Background: an optimization exercise with open tools, aiming at small area and a short achievable clock period. Do not read the settings as production practice. At most, simulation tests tie the RTL to the original design; equivalence was not proved. Power figures rest on the tool's default switching activity, not on a simulated workload.

==> flow/design.v <==
`timescale 1ns / 1ps
module fp_logarithm(in_val, clk, ln_output, rst);
input  [31:0] in_val;
input         clk, rst;
output [31:0] ln_output;
localparam [20:0] K8 = 21'h162E43;    
reg [28:0] cX;     
reg [1:0]  m10;    
wire [22:0] cM = {~cX[27:7], m10};
reg [7:0]  cE;
reg [3:0]  st;
reg [33:0] accr;    
reg [31:0] outr;
reg        a2d;
reg [2:0]  h;
reg        sel4, sel1, sel0, sel4n, sel1n, sel0n, xsub, lowf;
reg        one1, two1, neg1, one2, two2, neg2, holdr;
reg        one1n, two1n, neg1n, one2n, two2n, neg2n;
assign ln_output = outr;
always @(posedge clk) begin
  m10 <= in_val[1:0];
  cE <= in_val[30:23];
  st <= st + 4'd1;
end
wire e127c = (cE == 8'd127);
wire subc  = ~cE[7] & ~(&cE[6:0]);           
wire [6:0] ev = subc ? ~cE[6:0] : (cE[6:0] + 7'd1);
reg  [2:0] msbev;
always @* begin
  casez (ev)
    7'b1??????: msbev = 3'd6;
    7'b01?????: msbev = 3'd5;
    7'b001????: msbev = 3'd4;
    7'b0001???: msbev = 3'd3;
    7'b00001??: msbev = 3'd2;
    7'b000001?: msbev = 3'd1;
    default:    msbev = 3'd0;
  endcase
end
wire [6:0] evn   = ev << (3'd6 - msbev);
wire       ovfc  = (evn >= 7'd93);
reg e127, e255, sub, ovf;
reg [2:0] delta;
always @(posedge clk) begin
  e127  <= e127c;
  e255  <= (cE == 8'd255);
  sub   <= subc;
  ovf   <= ovfc;
  delta <= msbev + {2'b0, ovfc};
end
wire [3:0]  ns   = st + 4'd1;
wire ldPA = (ns == 4'd11);
wire ldPB = (ns == 4'd12);
always @(posedge clk) begin
  if (ldPA)      cX <= ovf ? {8'b0, K8} : {7'b0, K8, 1'b0};
  else if (ldPB) cX <= ovf ? {4'b0, K8, 4'b0} : {3'b0, K8, 5'b0};
  else           cX <= {1'b1, ~in_val[22:2], 7'b0};
end
wire [24:0] mext = {1'b0, cM, 1'b0};
wire [8:0]  eext = {1'b0, evn, 1'b0};
reg  [4:0]  win;
reg         hnext;
always @* begin
  win = 5'd0;
  hnext = 1'b0;
  case (ns)
    4'd0: win = mext[4:0];
    4'd1: begin win = mext[8:4];   hnext = e127 & (cM[22:3]  == 20'd0); end
    4'd2: begin win = mext[12:8];  hnext = e127 & (cM[22:7]  == 16'd0); end
    4'd3: begin win = mext[16:12]; hnext = e127 & (cM[22:11] == 12'd0); end
    4'd4: begin win = mext[20:16]; hnext = e127 & (cM[22:15] == 8'd0);  end
    4'd5: begin win = mext[24:20]; hnext = e127 & (cM[22:19] == 4'd0);  end
    4'd11: win = e127 ? 5'd0 : eext[4:0];
    4'd12: win = e127 ? 5'd0 : eext[8:4];
    default: win = 5'd0;
  endcase
  if (hnext) win = 5'd0;
end
always @(posedge clk) begin
  one1 <= win[1] ^ win[0];
  two1 <= (win[2] & ~win[1] & ~win[0]) | (~win[2] & win[1] & win[0]);
  neg1 <= win[2] & ~(win[1] & win[0]);
  one2 <= win[3] ^ win[2];
  two2 <= (win[4] & ~win[3] & ~win[2]) | (~win[4] & win[3] & win[2]);
  neg2 <= win[4] & ~(win[3] & win[2]);
  one1n <= ~(win[1] ^ win[0]);
  two1n <= ~((win[2] & ~win[1] & ~win[0]) | (~win[2] & win[1] & win[0]));
  neg1n <= ~(win[2] & ~(win[1] & win[0]));
  one2n <= ~(win[3] ^ win[2]);
  two2n <= ~((win[4] & ~win[3] & ~win[2]) | (~win[4] & win[3] & win[2]));
  neg2n <= ~(win[4] & ~(win[3] & win[2]));
  holdr <= hnext;
end
reg isQ, isPA, isPB, isS0, isOut;
always @(posedge clk) begin
  isQ   <= (ns <= 4'd5);
  isPA  <= (ns == 4'd11);
  isPB  <= (ns == 4'd12);
  isS0  <= (ns == 4'd0);
  isOut <= (ns == 4'd13);
end
wire c1 = isQ & ~m10[1];
wire [28:0] X = cX;
wire [33:0] lowm = isQ ? 34'h7F : (isPB ? 34'hF : 34'h0);
wire [29:0] c1v  = {22'd0, c1, 7'd0};
wire [29:0] one1v = {{15{~one1n}}, {15{one1}}};
wire [29:0] two1v = {{15{~two1n}}, {15{two1}}};
wire [29:0] neg1v = {{15{~neg1n}}, {15{neg1}}};
wire [29:0] one2v = {{15{~one2n}}, {15{one2}}};
wire [29:0] two2v = {{15{~two2n}}, {15{two2}}};
wire [29:0] neg2v = {{15{~neg2n}}, {15{neg2}}};
wire [29:0] base1 = (one1v & {1'b0, X}) | (two1v & ({X, 1'b0} | c1v));
wire [29:0] base2 = (one2v & {1'b0, X}) | (two2v & ({X, 1'b0} | c1v));
wire [33:0] r1 = {{4{~neg1n}}, base1 ^ (neg1v & ~lowm[29:0])};
wire [33:0] r2 = {{4{~neg2n}}, base2 ^ (neg2v & ~lowm[29:0])};
wire a1 = (one1 | two1) & (neg1 ^ c1);
wire a2 = (one2 | two2) & (neg2 ^ c1);
wire [33:0] ex_a1 = isQ ? ({33'd0, a1} << 7) : (isPB ? ({33'd0, a1} << 4) : {33'd0, a1});
wire [33:0] ex_a2 = isPB ? ({33'd0, a2d} << 2) : ({33'd0, a2d} << 5);
wire [33:0] r2s = {r2[31:0], 2'b00} | ex_a1 | ex_a2;
wire mask = isPA & ~e127;
wire [29:0] s4v = {{15{~sel4n}}, {15{sel4}}};
wire [29:0] s1v = {{15{~sel1n}}, {15{sel1}}};
wire [29:0] s0v = {{15{~sel0n}}, {15{sel0}}};
wire [29:0] acc = (s4v & accr[33:4]) | (s1v & accr[30:1]) | (s0v & accr[29:0]);
wire [29:0] acc_in = {acc[29:4] ^ {26{xsub}}, lowf ? {4{sub}} : acc[3:0]};
wire cin = mask & sub;
wire [33:0] opa = {{4{acc_in[29]}}, acc_in};
wire [33:0] csa_s = opa ^ r1 ^ r2s;
wire [33:0] csa_c = {(opa[32:0] & r1[32:0]) | (opa[32:0] & r2s[32:0]) | (r1[32:0] & r2s[32:0]), cin};
wire [33:0] sum = csa_s + csa_c;
reg [1:0] shn, shr;
reg e127al;
always @* begin
  shn = 2'd0;
  if (ns <= 4'd5) shn = hnext ? 2'd0 : 2'd2;
  else if (~e127) case (ns)
    4'd6:  shn = delta[2] ? 2'd2 : 2'd0;
    4'd7, 4'd8: shn = delta[1] ? 2'd1 : 2'd0;
    4'd9:  shn = delta[0] ? 2'd1 : 2'd0;
    4'd12: shn = 2'd2;
    default: shn = 2'd0;
  endcase
end
always @(posedge clk) begin
  shr    <= shn;
  e127al <= e127 & (ns >= 4'd7) & (ns <= 4'd10);
end
wire ge24 = |acc[29:24];
wire [1:0] shs = e127al ? {1'b0, ge24} : shr;
always @(posedge clk) begin
  accr <= sum;
  sel4 <= (shs == 2'd2) & (ns != 4'd0);
  sel1 <= (shs == 2'd1) & (ns != 4'd0);
  sel0 <= (shs == 2'd0) & (ns != 4'd0);
  sel4n <= ~((shs == 2'd2) & (ns != 4'd0));
  sel1n <= ~((shs == 2'd1) & (ns != 4'd0));
  sel0n <= ~((shs == 2'd0) & (ns != 4'd0));
  xsub <= (ns == 4'd11) & ~e127 & sub;
  lowf <= (ns == 4'd11) & ~e127;
  a2d <= ((isQ & ~holdr) | isPA) ? a2 : 1'b0;
  if (isS0) h <= 3'd0;
  else if (e127al & ge24) h <= h + 3'd1;
end
wire [24:0] xv = acc[24:0];
reg  [22:0] field;
reg  [1:0]  pofs;  
always @* begin
  if (xv[24])      begin field = xv[23:1];                  pofs = 2'd3; end
  else if (xv[23]) begin field = {xv[22:1], 1'b0};          pofs = 2'd2; end
  else if (xv[22]) begin field = {xv[21:1], 2'b00};         pofs = 2'd1; end
  else             begin field = {xv[20:1], 3'b000};        pofs = 2'd0; end
end
wire [2:0] z = {2'b0, cM[22:3] == 20'd0} + {2'b0, cM[22:7] == 16'd0} + {2'b0, cM[22:11] == 12'd0}
             + {2'b0, cM[22:15] == 8'd0} + {2'b0, cM[22:19] == 4'd0};
wire [7:0] expo = e127 ? (8'd120 - {3'b0, z, 2'b00} + {5'b0, h} + {6'b0, pofs})
                       : (8'd124 + {5'b0, delta} + {6'b0, pofs});
always @(posedge clk) begin
  if (isOut) begin
    if (e255)                    outr <= 32'hcf317216;
    else if (e127 && cM == 23'd0) outr <= 32'h00800000;
    else                         outr <= {sub, expo, field};
  end
end
endmodule
clock: 16.0 ns
lec_check: 0
abc_area: 1
cap_margin: 20
core_margin: 2
core_utilization: 65
slew_margin: 20
standard.sh (not shown) runs the stock make flow with config.mk's settings and CLKGATE_MAP_FILE= SYNTH_SCRIPT=/design/flow/synth_recipe.tcl, a recipe that flattens the netlist after the stock synthesis.
==> flow/flow/run.sh <==
#!/bin/bash
set -e
ls -la > files.log 2>&1
cp standard.sh standard_sh.copy.log 2>/dev/null || true
export BUFFER_PORTS_ARGS="-buffer_cell sky130_fd_sc_hd__buf_2"
bash standard.sh > standard.log 2>&1
Rerun with:
--- a/flow/design.v
+++ b/flow/design.v
@@ -5,10 +5,10 @@
 output [31:0] ln_output;
 localparam [20:0] K8 = 21'h162E43;    
-reg [28:0] cX;     
+reg [27:0] cX;     
 reg [1:0]  m10;    
 wire [22:0] cM = {~cX[27:7], m10};
 reg [7:0]  cE;
 reg [3:0]  st;
-reg [33:0] accr;    
+reg [32:0] accr;    
 reg [31:0] outr;
 reg        a2d;
@@ -40,20 +40,16 @@
 wire [6:0] evn   = ev << (3'd6 - msbev);
 wire       ovfc  = (evn >= 7'd93);
-reg e127, e255, sub, ovf;
-reg [2:0] delta;
-always @(posedge clk) begin
-  e127  <= e127c;
-  e255  <= (cE == 8'd255);
-  sub   <= subc;
-  ovf   <= ovfc;
-  delta <= msbev + {2'b0, ovfc};
-end
+wire e127 = e127c;
+wire e255 = (cE == 8'd255);
+wire sub  = subc;
+wire ovf  = ovfc;
+wire [2:0] delta = msbev + {2'b0, ovfc};
 wire [3:0]  ns   = st + 4'd1;
 wire ldPA = (ns == 4'd11);
 wire ldPB = (ns == 4'd12);
 always @(posedge clk) begin
-  if (ldPA)      cX <= ovf ? {8'b0, K8} : {7'b0, K8, 1'b0};
-  else if (ldPB) cX <= ovf ? {4'b0, K8, 4'b0} : {3'b0, K8, 5'b0};
-  else           cX <= {1'b1, ~in_val[22:2], 7'b0};
+  if (ldPA)      cX <= ovf ? {7'b0, K8} : {6'b0, K8, 1'b0};
+  else if (ldPB) cX <= ovf ? {3'b0, K8, 4'b0} : {2'b0, K8, 5'b0};
+  else           cX <= {~in_val[22:2], 7'b0};
 end
 wire [24:0] mext = {1'b0, cM, 1'b0};
@@ -101,6 +97,6 @@
 end
 wire c1 = isQ & ~m10[1];
-wire [28:0] X = cX;
-wire [33:0] lowm = isQ ? 34'h7F : (isPB ? 34'hF : 34'h0);
+wire [28:0] X = {isQ, cX};
+wire [32:0] lowm = isQ ? 33'h7F : (isPB ? 33'hF : 33'h0);
 wire [29:0] c1v  = {22'd0, c1, 7'd0};
 wire [29:0] one1v = {{15{~one1n}}, {15{one1}}};
@@ -112,22 +108,22 @@
 wire [29:0] base1 = (one1v & {1'b0, X}) | (two1v & ({X, 1'b0} | c1v));
 wire [29:0] base2 = (one2v & {1'b0, X}) | (two2v & ({X, 1'b0} | c1v));
-wire [33:0] r1 = {{4{~neg1n}}, base1 ^ (neg1v & ~lowm[29:0])};
-wire [33:0] r2 = {{4{~neg2n}}, base2 ^ (neg2v & ~lowm[29:0])};
+wire [32:0] r1 = {{3{~neg1n}}, base1 ^ (neg1v & ~lowm[29:0])};
+wire [32:0] r2 = {{3{~neg2n}}, base2 ^ (neg2v & ~lowm[29:0])};
 wire a1 = (one1 | two1) & (neg1 ^ c1);
 wire a2 = (one2 | two2) & (neg2 ^ c1);
-wire [33:0] ex_a1 = isQ ? ({33'd0, a1} << 7) : (isPB ? ({33'd0, a1} << 4) : {33'd0, a1});
-wire [33:0] ex_a2 = isPB ? ({33'd0, a2d} << 2) : ({33'd0, a2d} << 5);
-wire [33:0] r2s = {r2[31:0], 2'b00} | ex_a1 | ex_a2;
+wire [32:0] ex_a1 = isQ ? ({32'd0, a1} << 7) : (isPB ? ({32'd0, a1} << 4) : {32'd0, a1});
+wire [32:0] ex_a2 = isPB ? ({32'd0, a2d} << 2) : ({32'd0, a2d} << 5);
+wire [32:0] r2s = {r2[30:0], 2'b00} | ex_a1 | ex_a2;
 wire mask = isPA & ~e127;
 wire [29:0] s4v = {{15{~sel4n}}, {15{sel4}}};
 wire [29:0] s1v = {{15{~sel1n}}, {15{sel1}}};
 wire [29:0] s0v = {{15{~sel0n}}, {15{sel0}}};
-wire [29:0] acc = (s4v & accr[33:4]) | (s1v & accr[30:1]) | (s0v & accr[29:0]);
-wire [29:0] acc_in = {acc[29:4] ^ {26{xsub}}, lowf ? {4{sub}} : acc[3:0]};
-wire cin = mask & sub;
-wire [33:0] opa = {{4{acc_in[29]}}, acc_in};
-wire [33:0] csa_s = opa ^ r1 ^ r2s;
-wire [33:0] csa_c = {(opa[32:0] & r1[32:0]) | (opa[32:0] & r2s[32:0]) | (r1[32:0] & r2s[32:0]), cin};
-wire [33:0] sum = csa_s + csa_c;
+wire [29:0] acc = (s4v & {accr[32], accr[32:4]}) | (s1v & accr[30:1]) | (s0v & accr[29:0]);
+wire [29:0] acc_in = {acc[29:4] ^ {26{xsub}}, lowf ? {4{xsub}} : acc[3:0]};
+wire cin = xsub;
+wire [32:0] opa = {{3{acc_in[29]}}, acc_in};
+wire [32:0] csa_s = opa ^ r1 ^ r2s;
+wire [32:0] csa_c = {(opa[31:0] & r1[31:0]) | (opa[31:0] & r2s[31:0]) | (r1[31:0] & r2s[31:0]), cin};
+wire [32:0] sum = csa_s + csa_c;
 reg [1:0] shn, shr;
 reg e127al;
@@ -176,9 +172,10 @@
 wire [7:0] expo = e127 ? (8'd120 - {3'b0, z, 2'b00} + {5'b0, h} + {6'b0, pofs})
                        : (8'd124 + {5'b0, delta} + {6'b0, pofs});
+always @(posedge clk) outr[31] <= sub | e255;    
 always @(posedge clk) begin
   if (isOut) begin
-    if (e255)                    outr <= 32'hcf317216;
-    else if (e127 && cM == 23'd0) outr <= 32'h00800000;
-    else                         outr <= {sub, expo, field};
+    if (e255)                    outr[30:0] <= 31'h4f317216;
+    else if (e127 && cM == 23'd0) outr[30:0] <= 31'h00800000;
+    else                         outr[30:0] <= {expo, field};
   end
 end
Non-clock buffer count stays the same.
Die area goes down by 1.3%.
Register-to-register slack gets worse by 0.80 ns.
Sequential cell count goes down by 9.
Clock power falls by 4.7%.
Sequential share of layout area drops by 1.2 points.
Maximum frequency decreases by 16%.
Power falls by 37%.
For the second run of this note, only the layout was checked, not whether the RTL still works.

-- re-timing with driven ports --
No port has a modelled driver above. Below, the same layouts with a new extraction and two added sets of constraints. Step 1 sets driving cells, clkbuf_16 on the clock port and buf_2 on the other inputs (assumed; they add their load-dependent delay and slew). Step 2 also shifts input and output timing later by t, the mid clock arrival at the registers, as if the neighbouring blocks saw the same clock. Three values: no drivers, after step 1, after step 2; two values: the first two.
| run | t, ns | setup slack, ns | worst setup path at the end | latest minus earliest clock arrival (ns) | worst data-port slew with drivers (ns) |
|---|---|---|---|---|---|
| the first run | 0.476 | 11.758 / 11.758 / 11.758 | register to register | 0.011 / 0.011 | 0.03 |
| the second run | 0.470 | 10.957 / 10.957 / 10.957 | register to register | 0.010 / 0.010 | 0.03 |
After both steps every run listed still meets setup and hold.
